This is an optimization exercise on Yosys and OpenROAD, whose aim is small area, not a production implementation. The RTL was checked by simulation tests, not by an equivalence proof against the original design. Power figures rest on the tool's default switching activity, not on a simulated workload.

$ cat flow/design.v
module button_debouncer (
    input  wire clk,
    input  wire rst,
    input  wire btn_raw_in,
    output reg  btn_debounced_out
);
    localparam [17:0] DB_TERM = 18'h0de83;
    reg        s1, s2;
    reg [17:0] c;
    always @(posedge clk) begin
        if (rst) begin
            s1 <= 1'b1;
            s2 <= 1'b1;
            c  <= 18'd1;
            btn_debounced_out <= 1'b1;
        end else begin
            s1 <= btn_raw_in;
            s2 <= s1;
            c  <= (s1 != s2) ? 18'd0 : {c[16:0], ~(c[17] ^ c[10])};
            if (c == DB_TERM)
                btn_debounced_out <= s2;
        end
    end
endmodule
module input_handler (
    input  wire clk,
    input  wire rst,
    input  wire tick,
    input  wire key_left,
    input  wire key_right,
    input  wire key_attack,
    output reg  mv_l,
    output reg  mv_r,
    output reg  atk
);
    wire db_l, db_r;
    button_debouncer db_left  (.clk(clk), .rst(rst), .btn_raw_in(key_left),  .btn_debounced_out(db_l));
    button_debouncer db_right (.clk(clk), .rst(rst), .btn_raw_in(key_right), .btn_debounced_out(db_r));
    always @(posedge clk) begin
        if (rst) begin
            mv_l <= 1'b0; mv_r <= 1'b0; atk <= 1'b0;
        end else if (tick) begin
            mv_l <= ~db_l;
            mv_r <= ~db_r;
            atk  <= ~key_attack;
        end
    end
endmodule
module game_clocks (
    input  wire clk,
    input  wire rst,
    input  wire sw1,
    input  wire key_step,
    input  wire frame_sync,
    output wire tick
);
    reg k1, k2, kp;
    always @(posedge clk) begin
        if (rst) begin
            k1 <= 1'b0; k2 <= 1'b0; kp <= 1'b0;
        end else begin
            k1 <= key_step; k2 <= k1; kp <= k2;
        end
    end
    assign tick = sw1 ? (k2 & ~kp) : frame_sync;
endmodule
module character_renderer (
    input  wire [9:0] H,
    input  wire [9:0] V,
    input  wire [9:0] px,
    input  wire [1:0] ps,
    output wire       body,
    output wire       hitbox
);
    wire [10:0] dx = {1'b0, H} - {1'b0, px};
    wire near_x = (dx[10:6] == 5'd0);
    assign body   = near_x && !dx[5] && (V >= 10'd380) && (V <= 10'd439);
    assign hitbox = near_x &&  dx[5] && (V >= 10'd406) && (V <= 10'd413) && (ps != 2'd0);
endmodule
module graphics_mixer (
    input  wire       st_menu,
    input  wire       st_cd,
    input  wire       mode_1p,
    input  wire       lit,
    input  wire       y_title,
    input  wire       y_mode,
    input  wire       body,
    input  wire       hitbox,
    input  wire [1:0] ps,
    output reg  [3:0] code
);
    localparam [3:0] C_BG = 4'b1001, C_WHITE = 4'b0011, C_GREEN = 4'b0010, C_ORANGE = 4'b0101, C_LGRAY = 4'b1110, C_RED = 4'b0001, C_CREAM = 4'b0111, C_START = 4'b1010, C_RECOV = 4'b1111, C_BLUE = 4'b1000;
    always @(*) begin
        code = C_BG;
        if (st_menu) begin
            if (lit) begin
                if (y_title)     code = C_WHITE;
                else if (y_mode) code = mode_1p ? C_GREEN : C_ORANGE;
                else             code = C_LGRAY;
            end
        end else if (st_cd) begin
            if (lit) code = C_RED;
        end else if (hitbox) begin
            case (ps)
                2'd1: code = C_BLUE;
                2'd2: code = C_RED;
                default: code = C_GREEN;
            endcase
        end else if (body) begin
            case (ps)
                2'd0: code = C_CREAM;
                2'd1: code = C_START;
                2'd2: code = C_RED;
                default: code = C_RECOV;
            endcase
        end
    end
endmodule
module vga_driver (
    input  wire       clk,
    input  wire       rst,
    output reg  [9:0] H,
    output reg  [9:0] V,
    output wire       de,
    output wire       hs,
    output wire       vs,
    output wire       frame_sync
);
    reg ldt;
    wire h_end = (H == 10'd799);
    always @(posedge clk) begin
        if (rst) begin
            H   <= 10'd0;
            V   <= 10'd0;
            ldt <= 1'b0;
        end else begin
            H   <= h_end ? 10'd0 : H + 10'd1;
            ldt <= h_end;
            V   <= (ldt && V == 10'd524) ? 10'd0 : V + {9'd0, ldt};
        end
    end
    assign de = (H < 10'd640) && (V < 10'd480);
    assign hs = !((H >= 10'd666) && (H <= 10'd761));
    assign vs = !((V == 10'd491) || (V == 10'd492));
    assign frame_sync = (V == 10'd493) && (H == 10'd2);
endmodule
module game_state_controller (
    input  wire       clk,
    input  wire       rst,
    input  wire       tick,
    input  wire       mv_l,
    input  wire       mv_r,
    input  wire       atk,
    input  wire       sw0,
    output reg  [1:0] st,
    output reg        mode_1p,
    output reg  [9:0] px,
    output wire [1:0] ps,
    output wire [1:0] cdp
);
    localparam [1:0] S_MENU = 2'b00, S_CD = 2'b01, S_GP = 2'b10;
    reg       prev_btn;
    reg [4:0] k;
    reg       dir_latch, dir_attack, prev_attack;
    wire any_btn = mv_l | mv_r | atk;
    wire cd_done = (px == 10'd304);
    assign cdp = (px < 10'd184) ? 2'd3 : (px < 10'd244) ? 2'd2 : cd_done ? 2'd0 : 2'd1;
    wire idle  = (k == 5'd0);
    wire k_end = (k == {4'b1011, ~dir_attack});
    assign ps = idle ? 2'd0 :
                (k <= {4'b0010, ~dir_attack}) ? 2'd1 :
                (k <= 5'd7) ? 2'd2 : 2'd3;
    wire [9:0] px_step = px + ((st == S_CD) ? 10'd1 : mv_l ? 10'h3fe : 10'd3);
    wire low_clamp  = (px[9:1] == 9'd0);         
    wire high_clamp = (px > 10'd605);
    always @(posedge clk) begin
        if (rst) begin
            st <= S_MENU; prev_btn <= 1'b0; mode_1p <= 1'b0;
        end else if (tick) begin
            prev_btn <= any_btn;
            mode_1p  <= sw0;
            if (st == S_MENU) begin
                if (any_btn && !prev_btn) st <= S_CD;
            end else if (st == S_CD) begin
                if (cd_done) st <= S_GP;
            end
        end
    end
    always @(posedge clk) begin
        if (rst || st == S_MENU) begin
            px <= (!rst && tick && any_btn && !prev_btn) ? 10'd124 : 10'd304;
        end else if (tick) begin
            if (st == S_CD) begin
                if (!cd_done) px <= px_step;
            end else if (idle && !(atk && !prev_attack)) begin
                if (mv_l)
                    px <= low_clamp ? 10'd0 : px_step;
                else if (mv_r)
                    px <= high_clamp ? 10'd608 : px_step;
            end
        end
    end
    always @(posedge clk) begin
        if (rst || st != S_GP) begin
            k <= 5'd0; dir_latch <= 1'b0; dir_attack <= 1'b0; prev_attack <= 1'b0;
        end else if (tick) begin
            prev_attack <= atk;
            if (idle)
                dir_latch <= mv_l | mv_r;
            if (idle) begin
                if (atk && !prev_attack) begin
                    dir_attack <= dir_latch;
                    k <= 5'd1;
                end
            end else
                k <= k_end ? 5'd0 : k + 5'd1;
        end
    end
endmodule
module text_renderer (
    input  wire [9:0] H,
    input  wire [9:0] V,
    input  wire st_menu,
    input  wire st_cd,
    input  wire [1:0] cdp,
    input  wire mode_1p,
    output wire lit,
    output wire y_title,
    output wire y_mode
);
  wire new_n29, new_n30, new_n31, new_n32, new_n33, new_n34, new_n35,
    new_n36, new_n37, new_n38, new_n39, new_n40, new_n41, new_n42, new_n43,
    new_n44, new_n45, new_n46, new_n47, new_n48, new_n49, new_n51, new_n52,
    new_n53, new_n54, new_n55, new_n57, new_n58, new_n59, new_n60, new_n61,
    new_n62, new_n63, new_n64, new_n65, new_n66, new_n67, new_n68, new_n69,
    new_n70, new_n71, new_n72, new_n73, new_n74, new_n75, new_n76, new_n77,
    new_n78, new_n79, new_n80, new_n81, new_n82, new_n83, new_n84, new_n85,
    new_n86, new_n87, new_n88, new_n89, new_n90, new_n91, new_n92, new_n93,
    new_n94, new_n95, new_n96, new_n97, new_n98, new_n99, new_n100,
    new_n101, new_n102, new_n103, new_n104, new_n105, new_n106, new_n107,
    new_n108, new_n109, new_n110, new_n111, new_n112, new_n113, new_n114,
    new_n115, new_n116, new_n117, new_n118, new_n119, new_n120, new_n121,
    new_n122, new_n123, new_n124, new_n125, new_n126, new_n127, new_n128,
    new_n129, new_n130, new_n131, new_n132, new_n133, new_n134, new_n135,
    new_n136, new_n137, new_n138, new_n139, new_n140, new_n141, new_n142,
    new_n143, new_n144, new_n145, new_n146, new_n147, new_n148, new_n149,
    new_n150, new_n151, new_n152, new_n153, new_n154, new_n155, new_n156,
    new_n157, new_n158, new_n159, new_n160, new_n161, new_n162, new_n163,
    new_n164, new_n165, new_n166, new_n167, new_n168, new_n169, new_n170,
    new_n171, new_n172, new_n173, new_n174, new_n175, new_n176, new_n177,
    new_n178, new_n179, new_n180, new_n181, new_n182, new_n183, new_n184,
    new_n185, new_n186, new_n187, new_n188, new_n189, new_n190, new_n191,
    new_n192, new_n193, new_n194, new_n195, new_n196, new_n197, new_n198,
    new_n199, new_n200, new_n201, new_n202, new_n203, new_n204, new_n205,
    new_n206, new_n207, new_n208, new_n209, new_n210, new_n211, new_n212,
    new_n213, new_n214, new_n215, new_n216, new_n217, new_n218, new_n219,
    new_n220, new_n221, new_n222, new_n223, new_n224, new_n225, new_n226,
    new_n227, new_n228, new_n229, new_n230, new_n231, new_n232, new_n233,
    new_n234, new_n235, new_n236, new_n237, new_n238, new_n239, new_n240,
    new_n241, new_n242, new_n243, new_n244, new_n245, new_n246, new_n247,
    new_n248, new_n249, new_n250, new_n251, new_n252, new_n253, new_n254,
    new_n255, new_n256, new_n257, new_n258, new_n259, new_n260, new_n261,
    new_n262, new_n263, new_n264, new_n265, new_n266, new_n267, new_n268,
    new_n269, new_n270, new_n271, new_n272, new_n273, new_n274, new_n275,
    new_n276, new_n277, new_n278, new_n279, new_n280, new_n281, new_n282,
    new_n283, new_n284, new_n285, new_n286, new_n287, new_n288, new_n289,
    new_n290, new_n291, new_n292, new_n293, new_n294, new_n295, new_n296,
    new_n297, new_n298, new_n299, new_n300, new_n301, new_n302, new_n303,
    new_n304, new_n305, new_n306, new_n307, new_n308, new_n309, new_n310,
    new_n311, new_n312, new_n313, new_n314, new_n315, new_n316, new_n317,
    new_n318, new_n319, new_n320, new_n321, new_n322, new_n323, new_n324,
    new_n325, new_n326, new_n327, new_n328, new_n329, new_n330, new_n331,
    new_n332, new_n333, new_n334, new_n335, new_n336, new_n337, new_n338,
    new_n339, new_n340, new_n341, new_n342, new_n343, new_n344, new_n345,
    new_n346, new_n347, new_n348, new_n349, new_n350, new_n351;
  assign new_n29 = ~H[7] & H[8];
  assign new_n30 = ~H[9] & new_n29;
  assign new_n31 = st_cd & new_n30;
  assign new_n32 = V[4] & ~V[5];
  assign new_n33 = V[3] & new_n32;
  assign new_n34 = V[6] & V[7];
  assign new_n35 = ~V[8] & new_n34;
  assign new_n36 = V[3] & ~V[5];
  assign new_n37 = ~new_n32 & ~new_n36;
  assign new_n38 = new_n35 & ~new_n37;
  assign new_n39 = ~new_n33 & new_n38;
  assign new_n40 = new_n31 & new_n39;
  assign new_n41 = cdp[0] & new_n40;
  assign new_n42 = V[1] & V[2];
  assign new_n43 = ~V[3] & ~new_n42;
  assign new_n44 = ~new_n32 & ~new_n43;
  assign new_n45 = ~V[4] & V[5];
  assign new_n46 = new_n43 & ~new_n45;
  assign new_n47 = ~V[6] & ~V[8];
  assign new_n48 = V[7] & new_n47;
  assign new_n49 = ~new_n46 & new_n48;
  assign y_title = ~new_n44 & new_n49;
  assign new_n51 = ~new_n41 & ~y_title;
  assign new_n52 = V[2] & V[3];
  assign new_n53 = ~new_n45 & ~new_n52;
  assign new_n54 = ~new_n32 & new_n52;
  assign new_n55 = ~new_n53 & ~new_n54;
  assign y_mode = new_n35 & new_n55;
  assign new_n57 = V[1] & new_n47;
  assign new_n58 = ~y_mode & ~new_n57;
  assign new_n59 = ~V[2] & ~new_n58;
  assign new_n60 = V[2] & new_n58;
  assign new_n61 = ~new_n59 & ~new_n60;
  assign new_n62 = ~V[3] & ~new_n57;
  assign new_n63 = V[3] & new_n57;
  assign new_n64 = ~new_n62 & ~new_n63;
  assign new_n65 = V[2] & ~new_n64;
  assign new_n66 = ~V[3] & V[5];
  assign new_n67 = V[6] & new_n66;
  assign new_n68 = ~new_n36 & ~new_n67;
  assign new_n69 = ~V[2] & new_n68;
  assign new_n70 = ~new_n65 & ~new_n69;
  assign new_n71 = new_n61 & new_n70;
  assign new_n72 = ~H[2] & ~V[6];
  assign new_n73 = H[2] & V[6];
  assign new_n74 = ~new_n72 & ~new_n73;
  assign new_n75 = ~H[1] & ~new_n74;
  assign new_n76 = H[1] & new_n74;
  assign new_n77 = ~new_n75 & ~new_n76;
  assign new_n78 = ~H[0] & ~H[1];
  assign new_n79 = H[0] & H[1];
  assign new_n80 = ~new_n78 & ~new_n79;
  assign new_n81 = ~new_n77 & ~new_n80;
  assign new_n82 = V[0] & ~new_n81;
  assign new_n83 = ~V[1] & ~new_n47;
  assign new_n84 = ~new_n57 & ~new_n83;
  assign new_n85 = ~V[2] & ~new_n84;
  assign new_n86 = ~new_n82 & new_n85;
  assign new_n87 = V[0] & new_n77;
  assign new_n88 = V[2] & new_n87;
  assign new_n89 = ~V[0] & ~V[2];
  assign new_n90 = H[2] & ~new_n89;
  assign new_n91 = ~new_n77 & ~new_n90;
  assign new_n92 = new_n84 & ~new_n91;
  assign new_n93 = ~new_n88 & ~new_n92;
  assign new_n94 = ~new_n86 & new_n93;
  assign new_n95 = new_n71 & ~new_n94;
  assign new_n96 = st_menu & new_n30;
  assign new_n97 = y_title & new_n96;
  assign new_n98 = ~H[3] & H[4];
  assign new_n99 = H[3] & H[6];
  assign new_n100 = ~new_n98 & ~new_n99;
  assign new_n101 = ~new_n97 & new_n100;
  assign new_n102 = new_n97 & ~new_n100;
  assign new_n103 = ~new_n101 & ~new_n102;
  assign new_n104 = ~H[5] & ~H[6];
  assign new_n105 = y_mode & new_n96;
  assign new_n106 = new_n104 & new_n105;
  assign new_n107 = ~H[3] & ~H[5];
  assign new_n108 = H[6] & ~new_n107;
  assign new_n109 = H[3] & H[5];
  assign new_n110 = H[4] & ~new_n109;
  assign new_n111 = ~new_n108 & ~new_n110;
  assign new_n112 = new_n41 & new_n111;
  assign new_n113 = ~new_n106 & ~new_n112;
  assign new_n114 = ~new_n75 & new_n113;
  assign new_n115 = ~new_n103 & new_n114;
  assign new_n116 = ~V[0] & ~new_n84;
  assign new_n117 = new_n71 & ~new_n116;
  assign new_n118 = ~new_n115 & new_n117;
  assign new_n119 = V[1] & new_n117;
  assign new_n120 = ~V[0] & ~V[1];
  assign new_n121 = new_n76 & ~new_n120;
  assign new_n122 = ~new_n119 & new_n121;
  assign new_n123 = ~new_n118 & ~new_n122;
  assign new_n124 = ~new_n80 & ~new_n84;
  assign new_n125 = ~new_n123 & ~new_n124;
  assign new_n126 = ~V[0] & ~new_n77;
  assign new_n127 = ~new_n87 & ~new_n126;
  assign new_n128 = H[2] & ~V[0];
  assign new_n129 = ~new_n84 & ~new_n128;
  assign new_n130 = ~new_n127 & new_n129;
  assign new_n131 = new_n70 & ~new_n130;
  assign new_n132 = ~new_n125 & new_n131;
  assign new_n133 = ~new_n95 & ~new_n132;
  assign new_n134 = ~new_n51 & ~new_n133;
  assign new_n135 = ~new_n61 & new_n68;
  assign new_n136 = new_n51 & new_n70;
  assign new_n137 = new_n123 & new_n136;
  assign new_n138 = ~new_n135 & ~new_n137;
  assign new_n139 = V[0] & V[1];
  assign new_n140 = new_n75 & new_n139;
  assign new_n141 = ~V[3] & ~new_n76;
  assign new_n142 = ~new_n140 & new_n141;
  assign new_n143 = new_n138 & new_n142;
  assign new_n144 = ~cdp[0] & new_n40;
  assign new_n145 = cdp[1] & new_n144;
  assign new_n146 = H[2] & H[3];
  assign new_n147 = ~H[2] & ~H[3];
  assign new_n148 = ~new_n146 & ~new_n147;
  assign new_n149 = new_n40 & ~new_n148;
  assign new_n150 = new_n98 & new_n149;
  assign new_n151 = H[5] & ~new_n146;
  assign new_n152 = mode_1p & ~new_n146;
  assign new_n153 = H[4] & ~new_n147;
  assign new_n154 = ~new_n152 & new_n153;
  assign new_n155 = ~new_n151 & ~new_n154;
  assign new_n156 = new_n105 & ~new_n155;
  assign new_n157 = ~new_n150 & ~new_n156;
  assign new_n158 = ~new_n145 & new_n157;
  assign new_n159 = ~V[3] & new_n45;
  assign new_n160 = ~new_n33 & ~new_n159;
  assign new_n161 = ~V[6] & ~V[7];
  assign new_n162 = V[8] & new_n161;
  assign new_n163 = new_n96 & new_n162;
  assign new_n164 = ~new_n160 & new_n163;
  assign new_n165 = new_n40 & ~new_n147;
  assign new_n166 = ~new_n164 & ~new_n165;
  assign new_n167 = H[5] & ~new_n166;
  assign new_n168 = ~H[5] & new_n166;
  assign new_n169 = ~new_n167 & ~new_n168;
  assign new_n170 = new_n158 & ~new_n169;
  assign new_n171 = ~new_n81 & new_n116;
  assign new_n172 = ~new_n138 & ~new_n171;
  assign new_n173 = new_n170 & ~new_n172;
  assign new_n174 = ~new_n143 & new_n173;
  assign new_n175 = ~new_n134 & new_n174;
  assign new_n176 = V[0] & ~V[1];
  assign new_n177 = ~new_n89 & ~new_n176;
  assign new_n178 = new_n43 & new_n177;
  assign new_n179 = new_n156 & new_n178;
  assign new_n180 = new_n84 & new_n135;
  assign new_n181 = V[0] & new_n180;
  assign new_n182 = ~cdp[1] & new_n144;
  assign new_n183 = new_n113 & ~new_n182;
  assign new_n184 = H[2] & ~new_n183;
  assign new_n185 = ~new_n104 & new_n164;
  assign new_n186 = ~new_n184 & ~new_n185;
  assign new_n187 = ~new_n113 & new_n186;
  assign new_n188 = new_n97 & new_n107;
  assign new_n189 = H[6] & ~new_n164;
  assign new_n190 = ~new_n182 & new_n189;
  assign new_n191 = H[6] & new_n109;
  assign new_n192 = ~new_n98 & ~new_n191;
  assign new_n193 = ~new_n190 & new_n192;
  assign new_n194 = ~new_n188 & ~new_n193;
  assign new_n195 = ~new_n187 & new_n194;
  assign new_n196 = ~H[4] & new_n108;
  assign new_n197 = ~new_n186 & ~new_n196;
  assign new_n198 = ~H[4] & new_n186;
  assign new_n199 = ~new_n194 & ~new_n198;
  assign new_n200 = ~new_n197 & new_n199;
  assign new_n201 = ~new_n195 & ~new_n200;
  assign new_n202 = ~new_n156 & ~new_n164;
  assign new_n203 = H[6] & ~new_n147;
  assign new_n204 = new_n202 & ~new_n203;
  assign new_n205 = H[5] & ~V[6];
  assign new_n206 = ~new_n147 & ~new_n205;
  assign new_n207 = new_n111 & ~new_n206;
  assign new_n208 = ~H[6] & ~V[6];
  assign new_n209 = H[4] & ~new_n208;
  assign new_n210 = H[3] & ~new_n209;
  assign new_n211 = ~H[5] & ~new_n210;
  assign new_n212 = ~new_n207 & ~new_n211;
  assign new_n213 = ~new_n190 & ~new_n212;
  assign new_n214 = ~new_n204 & new_n213;
  assign new_n215 = ~H[4] & ~H[6];
  assign new_n216 = new_n40 & ~new_n215;
  assign new_n217 = cdp[0] & ~cdp[1];
  assign new_n218 = new_n216 & ~new_n217;
  assign new_n219 = ~new_n214 & ~new_n218;
  assign new_n220 = new_n71 & new_n116;
  assign new_n221 = new_n77 & ~new_n80;
  assign new_n222 = ~new_n220 & ~new_n221;
  assign new_n223 = H[6] & ~new_n170;
  assign new_n224 = ~new_n222 & new_n223;
  assign new_n225 = ~new_n219 & ~new_n224;
  assign new_n226 = new_n201 & new_n225;
  assign new_n227 = ~new_n181 & ~new_n226;
  assign new_n228 = ~new_n179 & ~new_n227;
  assign new_n229 = ~new_n175 & new_n228;
  assign new_n230 = new_n70 & new_n171;
  assign new_n231 = new_n115 & ~new_n230;
  assign new_n232 = ~new_n220 & new_n231;
  assign new_n233 = ~new_n84 & new_n95;
  assign new_n234 = ~H[0] & new_n233;
  assign new_n235 = new_n80 & new_n170;
  assign new_n236 = ~new_n234 & new_n235;
  assign new_n237 = ~new_n232 & ~new_n236;
  assign new_n238 = ~new_n180 & ~new_n237;
  assign new_n239 = ~new_n81 & new_n106;
  assign new_n240 = ~new_n77 & ~new_n233;
  assign new_n241 = V[0] & new_n80;
  assign new_n242 = new_n94 & ~new_n241;
  assign new_n243 = V[3] & ~new_n84;
  assign new_n244 = new_n77 & new_n243;
  assign new_n245 = ~new_n242 & new_n244;
  assign new_n246 = H[6] & ~new_n245;
  assign new_n247 = ~new_n240 & new_n246;
  assign new_n248 = H[5] & ~new_n97;
  assign new_n249 = new_n104 & ~new_n164;
  assign new_n250 = ~new_n248 & ~new_n249;
  assign new_n251 = ~new_n190 & new_n250;
  assign new_n252 = ~new_n247 & new_n251;
  assign new_n253 = ~new_n239 & ~new_n252;
  assign new_n254 = ~new_n238 & ~new_n253;
  assign new_n255 = ~new_n97 & ~new_n149;
  assign new_n256 = new_n111 & ~new_n255;
  assign new_n257 = ~new_n214 & ~new_n256;
  assign new_n258 = ~new_n254 & new_n257;
  assign new_n259 = ~V[0] & ~new_n76;
  assign new_n260 = new_n84 & ~new_n259;
  assign new_n261 = ~V[5] & ~new_n260;
  assign new_n262 = ~V[2] & ~new_n261;
  assign new_n263 = H[2] & new_n78;
  assign new_n264 = new_n120 & new_n263;
  assign new_n265 = ~H[2] & ~V[3];
  assign new_n266 = ~H[0] & new_n120;
  assign new_n267 = H[2] & V[3];
  assign new_n268 = H[1] & ~new_n267;
  assign new_n269 = ~new_n266 & new_n268;
  assign new_n270 = ~new_n265 & ~new_n269;
  assign new_n271 = ~new_n264 & new_n270;
  assign new_n272 = ~new_n262 & ~new_n271;
  assign new_n273 = ~V[2] & V[3];
  assign new_n274 = new_n84 & new_n221;
  assign new_n275 = new_n80 & new_n116;
  assign new_n276 = ~new_n87 & ~new_n275;
  assign new_n277 = ~new_n274 & new_n276;
  assign new_n278 = H[2] & ~V[1];
  assign new_n279 = ~H[2] & new_n139;
  assign new_n280 = ~new_n278 & ~new_n279;
  assign new_n281 = ~new_n277 & new_n280;
  assign new_n282 = ~new_n273 & ~new_n281;
  assign new_n283 = ~new_n58 & new_n244;
  assign new_n284 = ~new_n282 & ~new_n283;
  assign new_n285 = ~new_n61 & ~new_n284;
  assign new_n286 = ~new_n272 & ~new_n285;
  assign new_n287 = ~new_n117 & ~new_n286;
  assign new_n288 = ~new_n95 & ~new_n158;
  assign new_n289 = ~new_n287 & new_n288;
  assign new_n290 = ~H[2] & ~V[1];
  assign new_n291 = H[0] & ~new_n290;
  assign new_n292 = H[2] & ~new_n176;
  assign new_n293 = ~new_n291 & ~new_n292;
  assign new_n294 = ~new_n51 & new_n293;
  assign new_n295 = new_n117 & ~new_n294;
  assign new_n296 = new_n70 & ~new_n295;
  assign new_n297 = new_n77 & ~new_n296;
  assign new_n298 = ~new_n51 & new_n77;
  assign new_n299 = H[2] & ~new_n84;
  assign new_n300 = ~new_n116 & ~new_n128;
  assign new_n301 = H[0] & ~new_n300;
  assign new_n302 = ~new_n299 & ~new_n301;
  assign new_n303 = ~new_n61 & ~new_n302;
  assign new_n304 = new_n298 & ~new_n303;
  assign new_n305 = ~V[1] & ~new_n74;
  assign new_n306 = ~new_n75 & ~new_n266;
  assign new_n307 = ~new_n305 & new_n306;
  assign new_n308 = ~H[0] & new_n139;
  assign new_n309 = H[0] & new_n176;
  assign new_n310 = ~H[1] & ~new_n309;
  assign new_n311 = ~new_n308 & new_n310;
  assign new_n312 = new_n76 & new_n308;
  assign new_n313 = ~new_n311 & ~new_n312;
  assign new_n314 = new_n307 & new_n313;
  assign new_n315 = new_n136 & new_n314;
  assign new_n316 = ~new_n304 & ~new_n315;
  assign new_n317 = ~new_n117 & ~new_n316;
  assign new_n318 = new_n158 & ~new_n317;
  assign new_n319 = ~new_n297 & new_n318;
  assign new_n320 = ~new_n257 & ~new_n319;
  assign new_n321 = ~new_n289 & new_n320;
  assign new_n322 = ~new_n258 & ~new_n321;
  assign new_n323 = ~new_n201 & ~new_n322;
  assign new_n324 = ~new_n77 & new_n117;
  assign new_n325 = new_n231 & ~new_n324;
  assign new_n326 = new_n97 & new_n109;
  assign new_n327 = new_n202 & ~new_n326;
  assign new_n328 = new_n84 & new_n241;
  assign new_n329 = ~new_n124 & ~new_n328;
  assign new_n330 = new_n117 & new_n329;
  assign new_n331 = new_n298 & ~new_n330;
  assign new_n332 = ~new_n327 & ~new_n331;
  assign new_n333 = ~new_n325 & new_n332;
  assign new_n334 = new_n80 & ~new_n178;
  assign new_n335 = ~new_n81 & ~new_n334;
  assign new_n336 = H[1] & new_n128;
  assign new_n337 = new_n71 & new_n336;
  assign new_n338 = ~new_n335 & ~new_n337;
  assign new_n339 = ~new_n135 & new_n216;
  assign new_n340 = ~new_n220 & new_n339;
  assign new_n341 = ~new_n338 & new_n340;
  assign new_n342 = new_n77 & ~new_n135;
  assign new_n343 = new_n135 & new_n277;
  assign new_n344 = H[6] & ~new_n40;
  assign new_n345 = ~new_n343 & new_n344;
  assign new_n346 = ~new_n342 & new_n345;
  assign new_n347 = new_n219 & ~new_n346;
  assign new_n348 = ~new_n341 & new_n347;
  assign new_n349 = ~new_n333 & new_n348;
  assign new_n350 = new_n201 & new_n349;
  assign new_n351 = ~new_n323 & ~new_n350;
  assign lit = ~new_n229 & new_n351;
endmodule
module seven_segment_controller (
    input  wire       clk,
    input  wire       rst,
    input  wire       tick,
    input  wire       st_menu,
    input  wire       mode_1p,
    output wire [6:0] hex0,
    output wire [6:0] hex1,
    output wire [6:0] hex2,
    output wire [6:0] hex3,
    output wire [6:0] hex4,
    output wire [6:0] hex5
);
    reg hx, hy;
    always @(posedge clk) begin
        if (rst) begin
            hx <= 1'b0; hy <= 1'b0;
        end else if (tick) begin
            hx <= !st_menu | !mode_1p;
            hy <= !st_menu |  mode_1p;
        end
    end
    wire f  = hx & hy;
    wire m2 = hx & ~hy;
    wire m1 = ~hx & hy;
    assign hex5 = f ? 7'b0001110 : 7'b1111111;
    assign hex4 = f ? 7'b1111001 : 7'b1111111;
    assign hex3 = f ? 7'b1000010 : 7'b1111111;
    assign hex2 = f ? 7'b0001001 : m1 ? 7'b1111001 : m2 ? 7'b0100100 : 7'b1111111;
    assign hex1 = f ? 7'b0000111 : (m1 | m2) ? 7'b0001100 : 7'b1111111;
    assign hex0 = 7'b1111111;
endmodule
module EE314_GROUP38(
    input              clk,         
    input              rst,         
    output     [6:0]   HEX0,
    output     [6:0]   HEX1,
    output     [6:0]   HEX2,
    output     [6:0]   HEX3,
    output     [6:0]   HEX4,
    output     [6:0]   HEX5,
    input      [3:0]   KEY,
    input      [1:0]   SW,
    output             VGA_BLANK_N,
    output     [7:0]   VGA_B,
    output             VGA_HS,
    output     [7:0]   VGA_R,
    output     [7:0]   VGA_G,
    output             VGA_SYNC_N,
    output             VGA_VS
);
    wire [9:0] H, V;
    wire de, frame_sync, tick;
    wire mv_l, mv_r, atk;
    wire [1:0] st;
    wire [1:0] cdp;
    wire mode_1p;
    wire [9:0] px;
    wire [1:0] ps;
    wire lit, y_title, y_mode, body, hitbox;
    wire [3:0] code;
    wire st_menu = (st == 2'b00);
    wire st_cd   = (st == 2'b01);
    vga_driver vga (.clk(clk), .rst(rst), .H(H), .V(V), .de(de), .hs(VGA_HS), .vs(VGA_VS),
                    .frame_sync(frame_sync));
    game_clocks clocks (.clk(clk), .rst(rst), .sw1(SW[1]), .key_step(KEY[0]),
                        .frame_sync(frame_sync), .tick(tick));
    input_handler inputs (.clk(clk), .rst(rst), .tick(tick), .key_left(KEY[1]), .key_right(KEY[2]),
                          .key_attack(KEY[3]), .mv_l(mv_l), .mv_r(mv_r), .atk(atk));
    game_state_controller game (.clk(clk), .rst(rst), .tick(tick), .mv_l(mv_l), .mv_r(mv_r),
                                .atk(atk), .sw0(SW[0]), .st(st), .mode_1p(mode_1p), .px(px),
                                .ps(ps), .cdp(cdp));
    text_renderer text (.H(H), .V(V), .st_menu(st_menu), .st_cd(st_cd), .cdp(cdp),
                        .mode_1p(mode_1p), .lit(lit), .y_title(y_title), .y_mode(y_mode));
    character_renderer sprite (.H(H), .V(V), .px(px), .ps(ps), .body(body), .hitbox(hitbox));
    graphics_mixer mixer (.st_menu(st_menu), .st_cd(st_cd), .mode_1p(mode_1p), .lit(lit),
                          .y_title(y_title), .y_mode(y_mode), .body(body), .hitbox(hitbox),
                          .ps(ps), .code(code));
    reg [3:0] cc;
    always @(posedge clk) begin
        if (rst || !de) begin
            cc <= 4'd0;
        end else begin
            cc <= code;
        end
    end
    wire [7:0] rgb;
    assign rgb[0] = (cc == 4'b1001) | (cc == 4'b0011) | (cc == 4'b1010) | (cc == 4'b1000);
    assign rgb[1] = (cc == 4'b0011) | (cc == 4'b1110) | (cc == 4'b0111) | (cc == 4'b1010) | (cc == 4'b1000);
    assign rgb[2] = (cc == 4'b1001) | (cc == 4'b0011) | (cc == 4'b0010) | (cc == 4'b0111) | (cc == 4'b1010);
    assign rgb[3] = (cc == 4'b0011) | (cc == 4'b0010) | (cc == 4'b1110) | (cc == 4'b0111) | (cc == 4'b1010) | (cc == 4'b1111);
    assign rgb[4] = (cc == 4'b0011) | (cc == 4'b0010) | (cc == 4'b0101) | (cc == 4'b1110) | (cc == 4'b0111) | (cc == 4'b1010) | (cc == 4'b1111);
    assign rgb[5] = (cc == 4'b1001) | (cc == 4'b0011) | (cc == 4'b0101) | (cc == 4'b0001) | (cc == 4'b0111) | (cc == 4'b1111);
    assign rgb[6] = (cc == 4'b0011) | (cc == 4'b0101) | (cc == 4'b1110) | (cc == 4'b0001) | (cc == 4'b0111);
    assign rgb[7] = (cc == 4'b0011) | (cc == 4'b0101) | (cc == 4'b1110) | (cc == 4'b0001) | (cc == 4'b0111);
    assign VGA_R = {rgb[7:5], rgb[7:6], rgb[7:5]};
    assign VGA_G = {rgb[4:2], rgb[4:3], rgb[4:2]};
    assign VGA_B = {rgb[1:0], rgb[1:0], rgb[1:0], rgb[1:0]};
    assign VGA_BLANK_N = de;
    assign VGA_SYNC_N  = 1'b1;
    seven_segment_controller seg7 (.clk(clk), .rst(rst), .tick(tick), .st_menu(st_menu),
                                   .mode_1p(mode_1p), .hex0(HEX0), .hex1(HEX1), .hex2(HEX2),
                                   .hex3(HEX3), .hex4(HEX4), .hex5(HEX5));
endmodule
$ cat flow/flow/run.sh
#!/bin/bash
set -euo pipefail
here=$(cd "$(dirname "${BASH_SOURCE[0]}")" && pwd)
work=$(pwd)
res=$work/orfs/results/${FLOW_PLATFORM}/EE314_GROUP38/base
export BUFFER_PORTS_ARGS="-buffer_cell sky130_fd_sc_hd__buf_1"

bash standard.sh synth > synth.log 2>&1

export REMAP_DIR=$work/remap
mkdir -p "$REMAP_DIR"
export REMAP_LIB=$FLOW_HOME/platforms/${FLOW_PLATFORM}/lib/sky130_fd_sc_hd__tt_025C_1v80.lib
export REMAP_CELLS=$REMAP_DIR/cells.v
export REMAP_IN=$REMAP_DIR/1_2_yosys.standard.v
cp "$res/1_2_yosys.v" "$REMAP_IN"
python3 "$here/cells.py" "$REMAP_LIB" "$REMAP_CELLS" > cells.log 2>&1
pids=()
for s in 1 2 3; do
  echo "strash; &get -n; &deepsyn -T 300 -S $s; &put; dch; amap; topo" > "$REMAP_DIR/s$s.abc"
  REMAP_SCRIPT=$REMAP_DIR/s$s.abc REMAP_OUT=$REMAP_DIR/out$s.v REMAP_STAT=$REMAP_DIR/stat$s.txt \
    yosys -c "$here/remap.tcl" > "remap$s.log" 2>&1 &
  pids+=($!)
done
for p in "${pids[@]}"; do wait "$p" || true; done
best=""; best_area=""
for s in 1 2 3; do
  [[ -s $REMAP_DIR/out$s.v && -s $REMAP_DIR/stat$s.txt ]] || continue
  a=$(awk '/Chip area/ {print $NF}' "$REMAP_DIR/stat$s.txt")
  if [[ -z $best_area ]] || awk -v a="$a" -v b="$best_area" 'BEGIN {exit !(a < b)}'; then
    best=$s; best_area=$a
  fi
done
[[ -n $best ]] || { echo "remap failed" >&2; exit 1; }
echo "remap: kept run $best, area $best_area" > remap.log
cp "$REMAP_DIR/out$best.v" "$res/1_2_yosys.v"
rm -f "$res/1_synth.odb" "$res/1_synth.sdc"
bash standard.sh synth > synth_odb.log 2>&1

bash standard.sh finish > layout.log 2>&1
$ cat flow/flow/cells.py
#!/usr/bin/env python3
# Writes a Verilog model of every cell in a liberty file: combinational cells
# as assign statements from their liberty functions, sequential and
# tri-state cells as black boxes. usage: cells.py lib out.v
import re, sys
lib = open(sys.argv[1]).read()
out = []
for m in re.finditer(r'\n    cell \("(\w+)"\) \{(.*?)\n    \}', lib, re.S):
    name, body = m.group(1), m.group(2)
    parts = re.split(r'\n        pin \("', body)[1:]
    pins = []
    for p in parts:
        pn = p.split('"')[0]
        d = re.search(r'direction : "(\w+)"', p)
        f = re.search(r'\n            function : "(.*?)"', p)
        tri = 'three_state' in p
        pins.append((pn, d.group(1) if d else 'input', f.group(1) if f else None, tri))
    seq = re.search(r'\n        (ff|latch|statetable) ?\(', body) is not None
    comb = not seq and all(f is not None and not t for pn, d, f, t in pins if d == 'output') \
        and any(d == 'output' for pn, d, f, t in pins)
    ports = ', '.join(('input ' if d == 'input' else 'output ') + pn for pn, d, f, t in pins
                      if d in ('input', 'output'))
    if comb:
        out.append('module %s(%s);' % (name, ports))
        for pn, d, f, t in pins:
            if d == 'output':
                e = f.replace('!', '~').replace('+', '|').replace('*', '&')
                e = re.sub(r'\)\s*\(', ')&(', e)
                out.append('  assign %s = %s;' % (pn, e))
        out.append('endmodule')
    else:
        out.append('(* blackbox *)\nmodule %s(%s);\nendmodule' % (name, ports))
open(sys.argv[2], 'w').write('\n'.join(out) + '\n')
$ cat flow/flow/remap.tcl
# Re-map the combinational logic of the standard synthesis for area.
# The flip-flops stay as the standard synthesis made them (same instances,
# names and cells): they are black boxes here, and only the logic between
# them and the ports is re-synthesised (ABC deepsyn, then area mapping).
yosys read_verilog $::env(REMAP_CELLS)
yosys read_verilog $::env(REMAP_IN)
yosys hierarchy -top $::env(FLOW_TOP)
yosys flatten
yosys techmap
yosys opt_clean -purge
set dont_use {}
foreach c {sky130_fd_sc_hd__probe_p_8 sky130_fd_sc_hd__probec_p_8 sky130_fd_sc_hd__lpflow_*} {
  lappend dont_use -dont_use $c
}
yosys abc -liberty $::env(REMAP_LIB) {*}$dont_use -script $::env(REMAP_SCRIPT)
yosys opt_clean -purge
# the cells ABC chose, as black boxes, for the checks below
yosys read_liberty -lib -ignore_redef $::env(REMAP_LIB)
yosys hilomap -singleton -hicell sky130_fd_sc_hd__conb_1 HI -locell sky130_fd_sc_hd__conb_1 LO
yosys insbuf -buf sky130_fd_sc_hd__buf_4 A X
yosys splitnets
yosys opt_clean -purge
yosys tee -o $::env(REMAP_STAT) stat -liberty $::env(REMAP_LIB)
yosys check -assert -mapped
yosys write_verilog -noattr -nohex -nodec $::env(REMAP_OUT)
$ cat flow/standard.sh
#!/bin/bash
# synth_recipe.tcl (not shown) runs the flow's synth.tcl, then flattens the netlist and writes it again
# the make line also repeats each setting of config.mk as NAME=value (left out here)
make -C /OpenROAD-flow-scripts/flow DESIGN_CONFIG=/design/flow/config.mk WORK_HOME=/design/flow/orfs CLKGATE_MAP_FILE= SYNTH_SCRIPT=/design/flow/synth_recipe.tcl "${@:-finish}"
$ cat flow/config.mk
export PLATFORM = sky130hd
export DESIGN_NAME = EE314_GROUP38
export DESIGN_NICKNAME = EE314_GROUP38
export VERILOG_FILES = /design/flow/design.v
export SDC_FILE = /design/flow/constraint.sdc
export NUM_CORES = 4
export LEC_CHECK = 0
export CAP_MARGIN = 20
export CORE_MARGIN = 2
export CORE_UTILIZATION = 40
export CTS_BUF_LIST = sky130_fd_sc_hd__clkbuf_8
export PLACE_DENSITY = 0.6
export SLEW_MARGIN = 20
$ cat flow/constraint.sdc
create_clock -name core_clock -period 40.0 [get_ports {clk}]
set_input_delay 8.0000 -clock core_clock [delete_from_list [all_inputs] [get_ports {clk}]]
set_output_delay 8.0000 -clock core_clock [all_outputs]
set_load 0.01 [all_outputs]
==> results of run 1 <==
-- how the worst min path moves through the flow --
stage | end | slack (ns) | startpoint
finish | inputs.db_right.c[5] | 0.42 | inputs.db_right.c[4]
global route | inputs.db_left.c[13] | 0.44 | inputs.db_left.c[12]
floorplan | clocks.kp | 0.40 | clocks.k2
global placement | inputs.db_left.c[13] | 0.41 | inputs.db_left.c[12]
CTS | inputs.db_right.c[5] | 0.42 | inputs.db_right.c[4]
detailed placement | clocks.kp | 0.41 | clocks.k2
-- worst max-delay path: stages (launching register included) --
cell	delay [ns]
dfxtp_1	0.61
clkinv_1	0.37
nor2_1	0.30
o21ai_0	0.14
a21oi_1	0.19
nand4_1	0.13
buf_1	0.16
-- layout by cell type (no fill, tap or decap), types with 2 or more instances in the layout --
| master | n |
|---|---|
| nand4_1 | 9 |
| nand3_1 | 13 |
| buf_1 | 58 |
| a32oi_1 | 2 |
| o32ai_1 | 4 |
| a311oi_1 | 3 |
| nand2_1 | 57 |
| nor2b_1 | 24 |
| a22oi_1 | 7 |
| a211oi_1 | 21 |
| nor2_1 | 137 |
| o211ai_1 | 2 |
| or4_1 | 3 |
| buf_4 | 2 |
| a2111oi_0 | 5 |
| o22a_1 | 3 |
| nor3_1 | 20 |
| clkinv_1 | 109 |
| clkbuf_8 | 9 |
| o21ai_0 | 68 |
| o21a_1 | 6 |
| nor4_1 | 15 |
| or2_0 | 13 |
| o22ai_1 | 12 |
| o221ai_1 | 3 |
| o31ai_1 | 5 |
| dfxtp_1 | 87 |
| bufinv_16 | 2 |
| o2111ai_1 | 4 |
| conb_1 | 19 |
| edfxtp_1 | 10 |
| a221oi_1 | 7 |
| a31oi_1 | 12 |
| a21oi_1 | 32 |
-- report_power, final --
group	switching, W	total (W)	internal [W]
clock network	0.0000348	0.0000706	0.0000358
logic	0.00000866	0.0000118	0.00000317
registers	0.00000110	0.000100	0.0000991
total	0.0000446	0.000183	0.000138
-- layer usage --
| layer | routed length [um] | vias to the layer above | GRT usage |
|---|---|---|---|
| met4 | 597 | 0 | 0.0876 |
| met5 | 0 | - | 0 |
| met1 | 6380 | 2453 | 0.262 |
| li1 | - | 2654 | - |
| met2 | 6770 | 281 | 0.334 |
| met3 | 1040 | 53 | 0.0371 |
-- sequential cells by signal (all words and copies together), names as in the netlist, 2 cells and up --
name / flops
inputs.db_left.c: 18
inputs.db_right.c: 18
game.px: 10
vga.H: 10
vga.V: 10
game.k: 5
cc: 4
game.st: 2
-- through the flow --
| stage | utilization | instances | hold WS (ns) | setup WS, ns |
|---|---|---|---|---|
| detailed placement | 0.420 | 960 | 0.412 | 29.91 |
| floorplan | - | 778 | 0.398 | 30.20 |
| global route | 0.437 | 976 | 0.440 | 29.52 |
| CTS | 0.437 | 976 | 0.424 | 29.70 |
| global placement | 0.420 | 960 | 0.409 | 30.07 |
| finish | 0.437 | 976 | 0.417 | 29.73 |
-- layout make-up --
cell class	instances	area, um2
Sequential cell	97	2040
Fill cell	1413	7510
Multi-Input combinational cell	518	2710
Clock buffer	9	124
Timing Repair Buffer	60	233
Tap cell	176	220
Clock inverter	7	98.8
Inverter	109	409
==> results.toml, run 1 <==
[timing]
period_minus_slack_ns = 10.27
worstMarginPinSlew_ns = 0.980
setup_violations = 0
hold_viol_final = 0
setup_tns_ns = 0
slew_viol_final = 0
clock.fmax_mhz = 97.4
slew_headroom = 0.345
rsz0062_at_grt = "no"
finalCritPeriodShare = 0.257
skew_ns = 0.0125

[worst_setup_path]
worstPathRequired_ns = 32.00
crit_fanout = 13
r2r_setup_slack_ns = 35.08
start_kind = "register"
cp-startpoint = "vga.H[2]"
end_kind = "output pin"
r2r-end = "cc[1]"
rr_startpoint = "vga.V[3]"
worstSetupPathType = "reg -> out"
endpoint = "VGA_HS"
reg2reg_depth = 16
cp.arrival_ns = 2.27

[global_routing]
grt_max_degree = 20
grt_pass1_wl_um = 24100
antenna_found_initial = 0
grt_pass1_vias = 4965
grt_usage = 0.203
overflow = 0

[detailed_routing]
drt_first_pass_iters = 7
num_vias = 5441
drtIter0Drc = 537
via_per_inst = 5.57
drc_errors = 0
antenna_left = 0
routedWlPerCell_um = 15.2
routed_wl_um = 14800

[cts]
worstSkewPairLatency_ns = 0.37
post_cts_buffers = 0
htreeDepth = 3
cts_resized = 0
ctsHoldBuffers = 0
clkTransAtPathRegs_ns = 0.10
clock_path_buffers = 2
clk_root_buffer_cell = "clkbuf_8"
tritoncts = "built"
cts_sinks = 97
cts_made_buffers = 9

[power_and_ir_drop]
ir_drop_mv = 0.0190
power_density_nw_per_um2 = 31.3
p_leak_nw = 1.89
p_total_w = 0.000183

[floorplanning]
core-area_um2 = 13300
start_util = 0.411
die_w_um = 121
die_y_um = 121
pin_count = 78
core.rowCount = 42
die-area_um2 = 14700

[cells_and_area]
final_area_um2 = 5840
final_nets = 803
diodes = 0
area_growth_pct = 6.27
drive_above_1_share = 0.0238

[placed_design]
place_hpwl_um = 11400
finalWeightedCongestion = 0.950
placed_cell_area_um2 = 5610
port_buffers = 58

[synth]
yosysWarnings = 8
syn_area_per_cell_um2 = 7.23
synth_cells = 760
netlist_area_um2 = 5490

[run]
maxCapViolations = 0

[min_path]
min_path_cells = 2
hp-class = "reg -> reg"

[status]
status = "complete, no violations"
==> inputs of run 2 (changes only) <==
--- a/flow/design.v
+++ b/flow/design.v
@@ -4,20 +4,21 @@
     input  wire btn_raw_in,
     output reg  btn_debounced_out
 );
-    localparam [17:0] DB_TERM = 18'h0de83;
+    localparam [17:0] DB_CLR = 18'h2e51f;
+    localparam [17:0] DB_RST = 18'h1ca3e;
     reg        s1, s2;
     reg [17:0] c;
     always @(posedge clk) begin
         if (rst) begin
             s1 <= 1'b1;
             s2 <= 1'b1;
-            c  <= 18'd1;
+            c  <= DB_RST;
             btn_debounced_out <= 1'b1;
         end else begin
             s1 <= btn_raw_in;
             s2 <= s1;
-            c  <= (s1 != s2) ? 18'd0 : {c[16:0], ~(c[17] ^ c[10])};
-            if (c == DB_TERM)
+            c  <= (s1 != s2) ? DB_CLR : {c[16:0], c[17] ^ c[10]};
+            if (&c)
                 btn_debounced_out <= s2;
         end
     end
--- a/flow/flow/run.sh
+++ b/flow/flow/run.sh
@@ -4,6 +4,7 @@
 work=$(pwd)
 res=$work/orfs/results/${FLOW_PLATFORM}/EE314_GROUP38/base
 export BUFFER_PORTS_ARGS="-buffer_cell sky130_fd_sc_hd__buf_1"
+export SKIP_REPAIR_TIE_FANOUT=1
 
 bash standard.sh synth > synth.log 2>&1
 
==> run 2 against run 1 <==
Still clean on timing, DRC and antenna; non-clock buffer count up 2; hold slack better by 0.0043 ns; synthesized cell count down 0.39%; sequential share of layout area up 0.59 points; cell count down 2.0%; clock-buffer cell count unchanged; utilization down 0.55 points; first-iteration DRC count up 1.7%; sequential power up 4%; critical path depth down 1; power down 0.98%; critical path type unchanged.
==> results.toml, run 2 <==
[status]
status = "complete, no violations"

[floorplanning]
die_w_um = 121
core-area_um2 = 13300
start_util = 0.412
core.rowCount = 42
die-area_um2 = 14700
die_y_um = 121
pin_count = 78

[synth]
syn_area_per_cell_um2 = 7.24
netlist_area_um2 = 5480
synth_cells = 757
yosysWarnings = 8

[cts]
tritoncts = "built"
clkTransAtPathRegs_ns = 0.10
cts_made_buffers = 9
worstSkewPairLatency_ns = 0.37
clock_path_buffers = 2
post_cts_buffers = 0
cts_sinks = 97
clk_root_buffer_cell = "clkbuf_8"
ctsHoldBuffers = 0
cts_resized = 0
htreeDepth = 3

[timing]
setup_violations = 0
hold_viol_final = 0
clock.fmax_mhz = 97.8
worstMarginPinSlew_ns = 0.821
worst_slack_ns = 29.77
skew_ns = 0.0151
period_minus_slack_ns = 10.23
slew_headroom = 0.449
rsz0062_at_grt = "no"
setup_tns_ns = 0
slew_viol_final = 0
finalCritPeriodShare = 0.256

[detailed_routing]
drtIter0Drc = 546
drc_errors = 0
antenna_left = 0
drt_first_pass_iters = 7
via_per_inst = 5.70
num_vias = 5447
routed_wl_um = 15300
routedWlPerCell_um = 16.0

[cells_and_area]
final_area_um2 = 5740
diodes = 0
drive_above_1_share = 0.0244
final_cell_mix = "nor2_1, clkinv_1, dfxtp_1"
reg_top3 = "inputs.db_left.c: 18 flops, inputs.db_right.c: 18 flops"
area_growth_pct = 4.68
final_common_cell = "nor2_1"
final_nets = 784
utilization = 0.432

[power_and_ir_drop]
ir_drop_mv = 0.0231
p_leak_nw = 1.90
power_density_nw_per_um2 = 31.5

[placed_design]
place_hpwl_um = 11500
pre_cts_ws_ns = 29.74
placed_cell_area_um2 = 5550
port_buffers = 58
finalWeightedCongestion = 0.921

[min_path]
hp-class = "reg -> reg"
hp-start = "clocks.k2"
min_path_cells = 2
holdPathEnd = "clocks.kp"

[worst_setup_path]
cp.arrival_ns = 2.23
r2r-end = "cc[1]"
crit_fanout = 15
end_kind = "output pin"
worstPathRequired_ns = 32.00
rr_startpoint = "vga.V[3]"
worstSetupPathType = "reg -> out"
start_kind = "register"
reg2reg_depth = 20
r2r_setup_slack_ns = 35.15

[run]
maxCapViolations = 0

[global_routing]
met2_usage = 0.344
use_met3 = 0.0287
grt_max_degree = 45
antenna_found_initial = 0
grtUsageMet1 = 0.279
overflow = 0
grt_pass1_wl_um = 24700
grt_pass1_vias = 4997
busiest_layer = "met2"
grt_usage = 0.210
[run 2: area by class of cell]
cell class,count,area (um2)
fill,1377,7560
multi-input combinational,516,2700
sequential,97,2040
inverter,90,338
timing repair buffer,62,249
tap,176,220
clock buffer,9,124
clock inverter,6,68.8
[run 2: report_power, final]
| part | switching [W] | internal [W] |
|---|---|---|
| registers | 0.00000236 | 0.000101 |
| clock network | 0.0000338 | 0.0000290 |
| logic | 0.00000993 | 0.00000455 |
| total | 0.0000461 | 0.000135 |
[run 2: critical path, stage by stage, from the launching register on]
cell,delay (ns)
dfxtp_1,0.51
clkinv_1,0.43
nor2_1,0.45
nor3_1,0.16
nand4_1,0.15
buf_1,0.16
[run 2: stage by stage]
stage               instances  hold slack, ns  total power (W)
floorplan                 757           0.398         0.000117
global placement          941           0.413         0.000120
detailed placement        941           0.410         0.000120
CTS                       956           0.425         0.000183
global route              956           0.453         0.000189
finish                    956           0.421         0.000181
[run 2: how the worst max path moves through the flow]
stage | startpoint | to | slack, ns
final | vga.V[1] | VGA_VS | 29.77
after global routing | vga.V[1] | VGA_VS | 29.67
after CTS | vga.V[1] | VGA_VS | 29.84
after detailed placement | SW[1] | game.px[2] | 29.74
after global placement | SW[1] | game.k[4] | 29.89
after floorplan | SW[1] | game.px[2] | 30.23
[run 2: metal layers]
layer  wire length (um)  up-vias
li1                   -     2672
met4                318        0
met1               6600     2512
met3               1010       28
met5                  0        -
met2               7320      235
==> inputs of run 3 (changes only) <==
--- a/flow/design.v
+++ b/flow/design.v
@@ -153,17 +153,22 @@
     input  wire       mv_r,
     input  wire       atk,
     input  wire       sw0,
-    output reg  [1:0] st,
+    output wire [1:0] st,
     output reg        mode_1p,
     output reg  [9:0] px,
     output wire [1:0] ps,
     output wire [1:0] cdp
 );
-    localparam [1:0] S_MENU = 2'b00, S_CD = 2'b01, S_GP = 2'b10;
-    reg       prev_btn;
+    localparam [4:0] K_MENU = 5'd24, K_CD = 5'd25;
     reg [4:0] k;
-    reg       dir_latch, dir_attack, prev_attack;
+    reg       pv;
+    reg       dir_latch, dir_attack;
+    wire menu = (k == K_MENU);
+    wire cd   = (k == K_CD);
+    wire gp   = !(k[4] & k[3]);
+    assign st = menu ? 2'b00 : cd ? 2'b01 : 2'b10;
     wire any_btn = mv_l | mv_r | atk;
+    wire start   = tick && any_btn && !pv;
     wire cd_done = (px == 10'd304);
     assign cdp = (px < 10'd184) ? 2'd3 : (px < 10'd244) ? 2'd2 : cd_done ? 2'd0 : 2'd1;
     wire idle  = (k == 5'd0);
@@ -171,48 +176,41 @@
     assign ps = idle ? 2'd0 :
                 (k <= {4'b0010, ~dir_attack}) ? 2'd1 :
                 (k <= 5'd7) ? 2'd2 : 2'd3;
-    wire [9:0] px_step = px + ((st == S_CD) ? 10'd1 : mv_l ? 10'h3fe : 10'd3);
+    wire [9:0] px_step = px + (cd ? 10'd1 : mv_l ? 10'h3fe : 10'd3);
     wire low_clamp  = (px[9:1] == 9'd0);         
     wire high_clamp = (px > 10'd605);
     always @(posedge clk) begin
         if (rst) begin
-            st <= S_MENU; prev_btn <= 1'b0; mode_1p <= 1'b0;
+            mode_1p <= 1'b0;
         end else if (tick) begin
-            prev_btn <= any_btn;
-            mode_1p  <= sw0;
-            if (st == S_MENU) begin
-                if (any_btn && !prev_btn) st <= S_CD;
-            end else if (st == S_CD) begin
-                if (cd_done) st <= S_GP;
-            end
+            mode_1p <= sw0;
         end
     end
     always @(posedge clk) begin
-        if (rst || st == S_MENU) begin
-            px <= (!rst && tick && any_btn && !prev_btn) ? 10'd124 : 10'd304;
-        end else if (tick) begin
-            if (st == S_CD) begin
-                if (!cd_done) px <= px_step;
-            end else if (idle && !(atk && !prev_attack)) begin
-                if (mv_l)
-                    px <= low_clamp ? 10'd0 : px_step;
-                else if (mv_r)
-                    px <= high_clamp ? 10'd608 : px_step;
+        if (rst) begin
+            k <= K_MENU; pv <= 1'b0; px <= 10'd304;
+            dir_latch <= 1'b0; dir_attack <= 1'b0;
+        end else if (menu) begin
+            px <= start ? 10'd124 : 10'd304;
+            if (tick) pv <= any_btn;
+            if (start) k <= K_CD;
+        end else if (cd) begin
+            pv <= 1'b0;
+            if (tick) begin
+                if (cd_done) k <= 5'd0;
+                else px <= px_step;
             end
-        end
-    end
-    always @(posedge clk) begin
-        if (rst || st != S_GP) begin
-            k <= 5'd0; dir_latch <= 1'b0; dir_attack <= 1'b0; prev_attack <= 1'b0;
         end else if (tick) begin
-            prev_attack <= atk;
-            if (idle)
-                dir_latch <= mv_l | mv_r;
+            pv <= atk;
             if (idle) begin
-                if (atk && !prev_attack) begin
+                dir_latch <= mv_l | mv_r;
+                if (atk && !pv) begin
                     dir_attack <= dir_latch;
                     k <= 5'd1;
-                end
+                end else if (mv_l)
+                    px <= low_clamp ? 10'd0 : px_step;
+                else if (mv_r)
+                    px <= high_clamp ? 10'd608 : px_step;
             end else
                 k <= k_end ? 5'd0 : k + 5'd1;
         end
--- a/flow/flow/run.sh
+++ b/flow/flow/run.sh
@@ -1,10 +1,21 @@
 #!/bin/bash
+# Own layout flow: the standard flow (standard.sh), with two changes:
+#  - after the standard synthesis, the combinational logic between the
+#    flip-flops and ports is re-synthesised for area with Yosys and ABC
+#    (flow/remap.tcl; three ABC deepsyn runs with different seeds, the
+#    smallest result is kept); the flip-flops are left exactly as the
+#    standard synthesis made them;
+#  - ports are buffered with 1x buffers;
+#  - the constant outputs share one tie cell (no repair_tie_fanout).
+# The clock tree uses 8x clock buffers and no dummy loads (CTS_ARGS).
+# Each tool's full output goes to a log file of its own in the work folder.
 set -euo pipefail
 here=$(cd "$(dirname "${BASH_SOURCE[0]}")" && pwd)
 work=$(pwd)
 res=$work/orfs/results/${FLOW_PLATFORM}/EE314_GROUP38/base
 export BUFFER_PORTS_ARGS="-buffer_cell sky130_fd_sc_hd__buf_1"
 export SKIP_REPAIR_TIE_FANOUT=1
+export CTS_ARGS="-sink_clustering_enable -repair_clock_nets -buf_list sky130_fd_sc_hd__clkbuf_8 -dont_use_dummy_load"
 
 bash standard.sh synth > synth.log 2>&1
 
==> run 3 against run 2 <==
Critical endpoint is now game.px[2]; clock skew rose by 0.014 ns; routed wire length fell by 2.6%; worst setup slack lost 1.7 ns; critical path type is now in -> reg; highest routed layer unchanged; utilization shrank 1.2 points; sequential power shrank 5%; critical path depth grew 9; maximum frequency decreased by 14%.
==> results.toml, run 3 <==
[cts]
cts_made_buffers = 9
tritoncts = "built"
htreeDepth = 3
worstSkewPairLatency_ns = 0.36
post_cts_buffers = 0
clock_path_buffers = 2
clkTransAtPathRegs_ns = 0.08
clk_root_buffer_cell = "clkbuf_8"
ctsHoldBuffers = 0
cts_resized = 0
cts_sinks = 94

[placed_design]
port_buffers = 58
place_hpwl_um = 11200
placed_cell_area_um2 = 5390
pre_cts_ws_ns = 27.92
finalWeightedCongestion = 0.957

[status]
status = "complete, no violations"

[worst_setup_path]
crit_fanout = 5
worstSetupPathType = "in -> reg"
path_cells = "buf_1, or3_1, or4_1, o21ai_0, o211ai_1, a21oi_1, clkinv_1, a211oi_1, o221ai_1, nand2_1, a211oi_1, o41ai_1, or3_1, o21ai_0"
start_kind = "primary input"
r2r-end = "game.px[2]"
slowest_delay_ns = 0.64
worstPathRequired_ns = 40.22
reg2reg_depth = 18
rr_startpoint = "vga.V[1]"
r2r_setup_slack_ns = 34.77
cp_top_family = "compound AO/OA/AOI/OAI gates"
end_kind = "register"
cp.buffers_inverters = 2
slowest_stage = "o41ai_1"
cp.arrival_ns = 12.10

[detailed_routing]
wl_met1_um = 6470
via_per_inst = 5.66
drtIter0Drc = 608
antenna_left = 0
met3_length_um = 953
top_layer_used = "met4"
drc_errors = 0
drt_first_pass_iters = 5
routedWlPerCell_um = 15.7
routed_wl_um = 14900
wl_met2_um = 6750
num_vias = 5351

[timing]
hold_viol_final = 0
slew_headroom = 0.491
holdWs_ns = 0.427
period_minus_slack_ns = 11.88
skew_ns = 0.0287
worst_slack_ns = 28.12
setup_tns_ns = 0
slew_viol_final = 0
rsz0062_at_grt = "no"
setup_violations = 0
clock.fmax_mhz = 84.1
finalCritPeriodShare = 0.297
worstMarginPinSlew_ns = 0.754

[power_and_ir_drop]
power_density_nw_per_um2 = 29.6
sw_frac_of_total = 0.255
p_leak_nw = 1.80
ir_drop_mv = 0.0254
p_comb_frac = 0.092
p_int_w = 0.000122
clkPwrFrac = 0.301
p_switching_w = 0.0000416
seq_power_share = 0.608

[global_routing]
grt_usage = 0.212
grt_pass1_vias = 4932
antenna_found_initial = 0
grt_pass1_wl_um = 24400
overflow = 0
grt_max_degree = 50

[run]
maxCapViolations = 0

[min_path]
holdPathEnd = "clocks.kp"
hp-start = "clocks.k2"
hp-class = "reg -> reg"
min_path_cells = 2

[synth]
yosysWarnings = 8
syn_area_per_cell_um2 = 7.07
netlist_area_um2 = 5330
synth_cells = 753

[cells_and_area]
area_growth_pct = 3.52
final_nets = 780
final_common_cell = "nor2_1"
drive_above_1_share = 0.0182
reg_top3 = "inputs.db_left.c: 18 flops, inputs.db_right.c: 18 flops"
diodes = 0
final_cell_mix = "nor2_1, dfxtp_1, clkinv_1"
utilization = 0.420
final_area_um2 = 5510

[floorplanning]
core.rowCount = 42
pin_count = 78
die_w_um = 119
start_util = 0.405
core-area_um2 = 13100
die_y_um = 119
die-area_um2 = 14300
-- run 3: worst max-delay path by stage --
stage	startpoint	end	slack [ns]	depth (start not counted)
after detailed placement	SW[1]	game.px[2]	27.92	14
after global placement	SW[1]	game.px[3]	28.02	14
after floorplan	SW[1]	game.px[2]	28.74	13
after CTS	SW[1]	game.px[2]	28.27	14
after global routing	SW[1]	game.px[9]	27.92	15
final	SW[1]	game.px[2]	28.12	14
-- run 3: worst register-to-register path, cell delays in order, from the launching register on --
cell and delay [ns]:
dfxtp_1 0.54, clkinv_1 0.42, nand2_1 0.28, nor2_1 0.08, clkinv_1 0.07, nand2_1 0.06, o21ai_0 0.14, o221ai_1 0.28
o21ai_0 0.65, o211ai_1 0.35, a21oi_1 0.25, clkinv_1 0.11, a211oi_1 0.36, o221ai_1 0.24, nand2_1 0.14, a211oi_1 0.10
o41ai_1 0.64, or3_1 0.28, o21ai_0 0.10
-- run 3: stage by stage --
stage          power (W)  cells
2_1_floorplan   0.000113    753
3_3_place_gp    0.000116    937
3_5_place_dp    0.000116    937
4_1_cts         0.000165    946
5_1_grt         0.000171    946
6_report        0.000163    946
-- run 3: final cells by class --
cell class                 instances  area [um2]
inverter                          89         334
multi-input combinational        516        2710
fill                            1427        7620
timing repair buffer              62         249
sequential                        94        1880
tap                              176         220
clock buffer                       9         124
-- run 3: power groups by stage --
stage                     clock network, W  registers (W)   logic, W
final                            0.0000491      0.0000993  0.0000150
after global routing             0.0000548      0.0000997  0.0000169
after CTS                        0.0000509      0.0000993  0.0000148
after detailed placement                 0       0.000101  0.0000148
after global placement                   0       0.000101  0.0000149
after floorplan                          0       0.000101  0.0000125
-- run 3: routing by layer --
metal	track usage	up-vias
met5	0	-
li1	-	2638
met1	0.275	2424
met2	0.338	239
met3	0.0345	50
met4	0.113	0
==> inputs of run 4 (changes only) <==
--- a/flow/flow/run.sh
+++ b/flow/flow/run.sh
@@ -2,9 +2,9 @@
 # Own layout flow: the standard flow (standard.sh), with two changes:
 #  - after the standard synthesis, the combinational logic between the
 #    flip-flops and ports is re-synthesised for area with Yosys and ABC
-#    (flow/remap.tcl; three ABC deepsyn runs with different seeds, the
-#    smallest result is kept); the flip-flops are left exactly as the
-#    standard synthesis made them;
+#    (flow/remap.tcl; four ABC deepsyn runs with different seeds and
+#    starting points, the smallest result is kept); the flip-flops are
+#    left exactly as the standard synthesis made them;
 #  - ports are buffered with 1x buffers;
 #  - the constant outputs share one tie cell (no repair_tie_fanout).
 # The clock tree uses 8x clock buffers and no dummy loads (CTS_ARGS).
@@ -27,15 +27,19 @@
 cp "$res/1_2_yosys.v" "$REMAP_IN"
 python3 "$here/cells.py" "$REMAP_LIB" "$REMAP_CELLS" > cells.log 2>&1
 pids=()
-for s in 1 2 3; do
-  echo "strash; &get -n; &deepsyn -T 300 -S $s; &put; dch; amap; topo" > "$REMAP_DIR/s$s.abc"
+pre="dc2; balance; rewrite; refactor; balance; rewrite; rewrite -z; balance; refactor -z; rewrite -z; balance"
+echo "strash; &get -n; &deepsyn -T 300 -S 1; &put; dch; amap; topo" > "$REMAP_DIR/s1.abc"
+echo "strash; $pre; &get -n; &deepsyn -T 300 -S 1; &put; dch; amap; topo" > "$REMAP_DIR/s2.abc"
+echo "strash; $pre; &get -n; &deepsyn -T 300 -S 2; &put; dch; amap; topo" > "$REMAP_DIR/s3.abc"
+echo "strash; &get -n; &deepsyn -T 300 -S 3; &put; dch; amap; topo" > "$REMAP_DIR/s4.abc"
+for s in 1 2 3 4; do
   REMAP_SCRIPT=$REMAP_DIR/s$s.abc REMAP_OUT=$REMAP_DIR/out$s.v REMAP_STAT=$REMAP_DIR/stat$s.txt \
     yosys -c "$here/remap.tcl" > "remap$s.log" 2>&1 &
   pids+=($!)
 done
 for p in "${pids[@]}"; do wait "$p" || true; done
 best=""; best_area=""
-for s in 1 2 3; do
+for s in 1 2 3 4; do
   [[ -s $REMAP_DIR/out$s.v && -s $REMAP_DIR/stat$s.txt ]] || continue
   a=$(awk '/Chip area/ {print $NF}' "$REMAP_DIR/stat$s.txt")
   if [[ -z $best_area ]] || awk -v a="$a" -v b="$best_area" 'BEGIN {exit !(a < b)}'; then
==> run 4 against run 3 <==
Final area increased by 0.70%; sequential cell count is the same; register-to-register slack got worse by 1.3 ns; still clean on timing, DRC and antenna; highest routed layer unchanged; cell count increased by 1.2%.
==> results.toml, run 4 <==
[run]
maxCapViolations = 0

[cells_and_area]
final_common_cell = "nor2_1"
drive_above_1_share = 0.0166
diodes = 0
area_growth_pct = 3.35
fill_cells = 1406
utilization = 0.421
final_cell_mix = "nor2_1, dfxtp_1, clkinv_1"
final_nets = 791
reg_top3 = "inputs.db_left.c: 18 flops, inputs.db_right.c: 18 flops"

[worst_setup_path]
cp.arrival_ns = 12.18
end_kind = "register"
worstSetupPathType = "in -> reg"
crit_fanout = 9
worstPathRequired_ns = 40.25
start_kind = "primary input"
r2r_setup_slack_ns = 33.43

[placed_design]
place_hpwl_um = 11600
finalWeightedCongestion = 0.968
port_buffers = 58

[cts]
post_cts_buffers = 0
htreeDepth = 3
clkTransAtPathRegs_ns = 0.08
clk_root_buffer_cell = "clkbuf_8"
cts_made_buffers = 9
cts_sinks = 94
worstSkewPairLatency_ns = 0.37
clock_path_buffers = 2
cts_resized = 0
ctsHoldBuffers = 0
tritoncts = "built"

[timing]
period_minus_slack_ns = 11.93
slew_viol_final = 0
hold_viol_final = 0
rsz0062_at_grt = "no"
slew_headroom = 0.337
clock.fmax_mhz = 83.8
skew_ns = 0.0309
finalCritPeriodShare = 0.298
setup_tns_ns = 0
worstMarginPinSlew_ns = 0.985
setup_violations = 0

[floorplanning]
pin_count = 78
die-area_um2 = 14400
die_w_um = 120
die_y_um = 120
start_util = 0.407
core-area_um2 = 13200
core.rowCount = 42

[synth]
syn_area_per_cell_um2 = 7.02
netlist_area_um2 = 5370
synth_cells = 765
yosysWarnings = 8

[status]
status = "complete, no violations"

[detailed_routing]
drc_errors = 0
drt_first_pass_iters = 5
drtIter0Drc = 421
antenna_left = 0
num_vias = 5514
via_per_inst = 5.76
routedWlPerCell_um = 16.1
routed_wl_um = 15400

[global_routing]
grt_pass1_wl_um = 24700
grt_pass1_vias = 4993
overflow = 0
grt_usage = 0.214
antenna_found_initial = 0
grt_max_degree = 50

[power_and_ir_drop]
power_density_nw_per_um2 = 30.5
clkPwrFrac = 0.292
p_int_w = 0.000124
p_leak_nw = 1.79
p_comb_frac = 0.119
sw_frac_of_total = 0.271
ir_drop_mv = 0.0225
seq_power_share = 0.589
p_switching_w = 0.0000460

[min_path]
hp-class = "reg -> reg"
run 4: final timing paths:
kind,start,end,cells past startpoint
setup / recovery,SW[1],game.px[6],17
hold / removal,clocks.k2,clocks.kp,2
setup reg to reg,game.k[3],cc[2],21
hold reg to reg,clocks.k2,clocks.kp,2
run 4: layer usage:
metal | routed length, um | share of wire | track usage
met1 | 6930 | 0.45 | 0.282
met2 | 6880 | 0.45 | 0.347
met3 | 1090 | 0.071 | 0.0361
met4 | 521 | 0.034 | 0.0890
met5 | 0 | 0 | 0
run 4: power groups by stage:
stage | combinational, W | sequential, W | clock [W]
finish | 0.0000202 | 0.0000998 | 0.0000495
global route | 0.0000222 | 0.000100 | 0.0000542
CTS | 0.0000199 | 0.0000997 | 0.0000508
detailed placement | 0.0000198 | 0.000102 | 0
global placement | 0.0000198 | 0.000102 | 0
floorplan | 0.0000165 | 0.000101 | 0
run 4: worst max-delay path: stages:
cell	delay [ns]
buf_1	0.11
nor3_1	0.14
nand3_1	0.09
nor4_1	0.23
a32oi_1	0.38
clkinv_1	0.22
o21ai_0	0.24
a31oi_1	0.27
clkinv_1	0.11
a211oi_1	0.36
o21ai_0	0.20
clkinv_1	0.11
nand2_1	0.07
o32a_1	0.18
o21ai_0	0.77
o21ai_0	0.37
o22a_1	0.29
run 4: cell type report:
type | count | area [um2] | share of cell area
inverters | 90 | 338 | 0.0608
multi-input cells | 527 | 2750 | 0.495
flip-flops and latches | 94 | 1880 | 0.339
repair buffers | 61 | 241 | 0.0435
clock buffers | 9 | 124 | 0.0223
well taps | 176 | 220 | 0.0397
run 4: per-stage QoR:
| step | hold WS, ns | power [W] | worst slack, ns | area [um2] | std cells |
|---|---|---|---|---|---|
| 2_1_floorplan | 0.398 | 0.000118 | 28.80 | 5370 | 765 |
| 6_report | 0.428 | 0.000169 | 28.07 | 5550 | 957 |
| 5_1_grt | 0.460 | 0.000177 | 27.62 | 5550 | 957 |
| 3_3_place_gp | 0.408 | 0.000122 | 27.97 | 5430 | 948 |
| 4_1_cts | 0.431 | 0.000170 | 28.13 | 5550 | 957 |
| 3_5_place_dp | 0.419 | 0.000122 | 27.75 | 5430 | 948 |

Re-timed with assumed drivers on the ports (clkbuf_16 on the clock, buf_2 on other inputs), run 4 has 28.087 ns of setup slack against 28.073 ns with ideal ports, and 27.698 ns once port delays also move by the mid clock arrival of 0.389 ns.
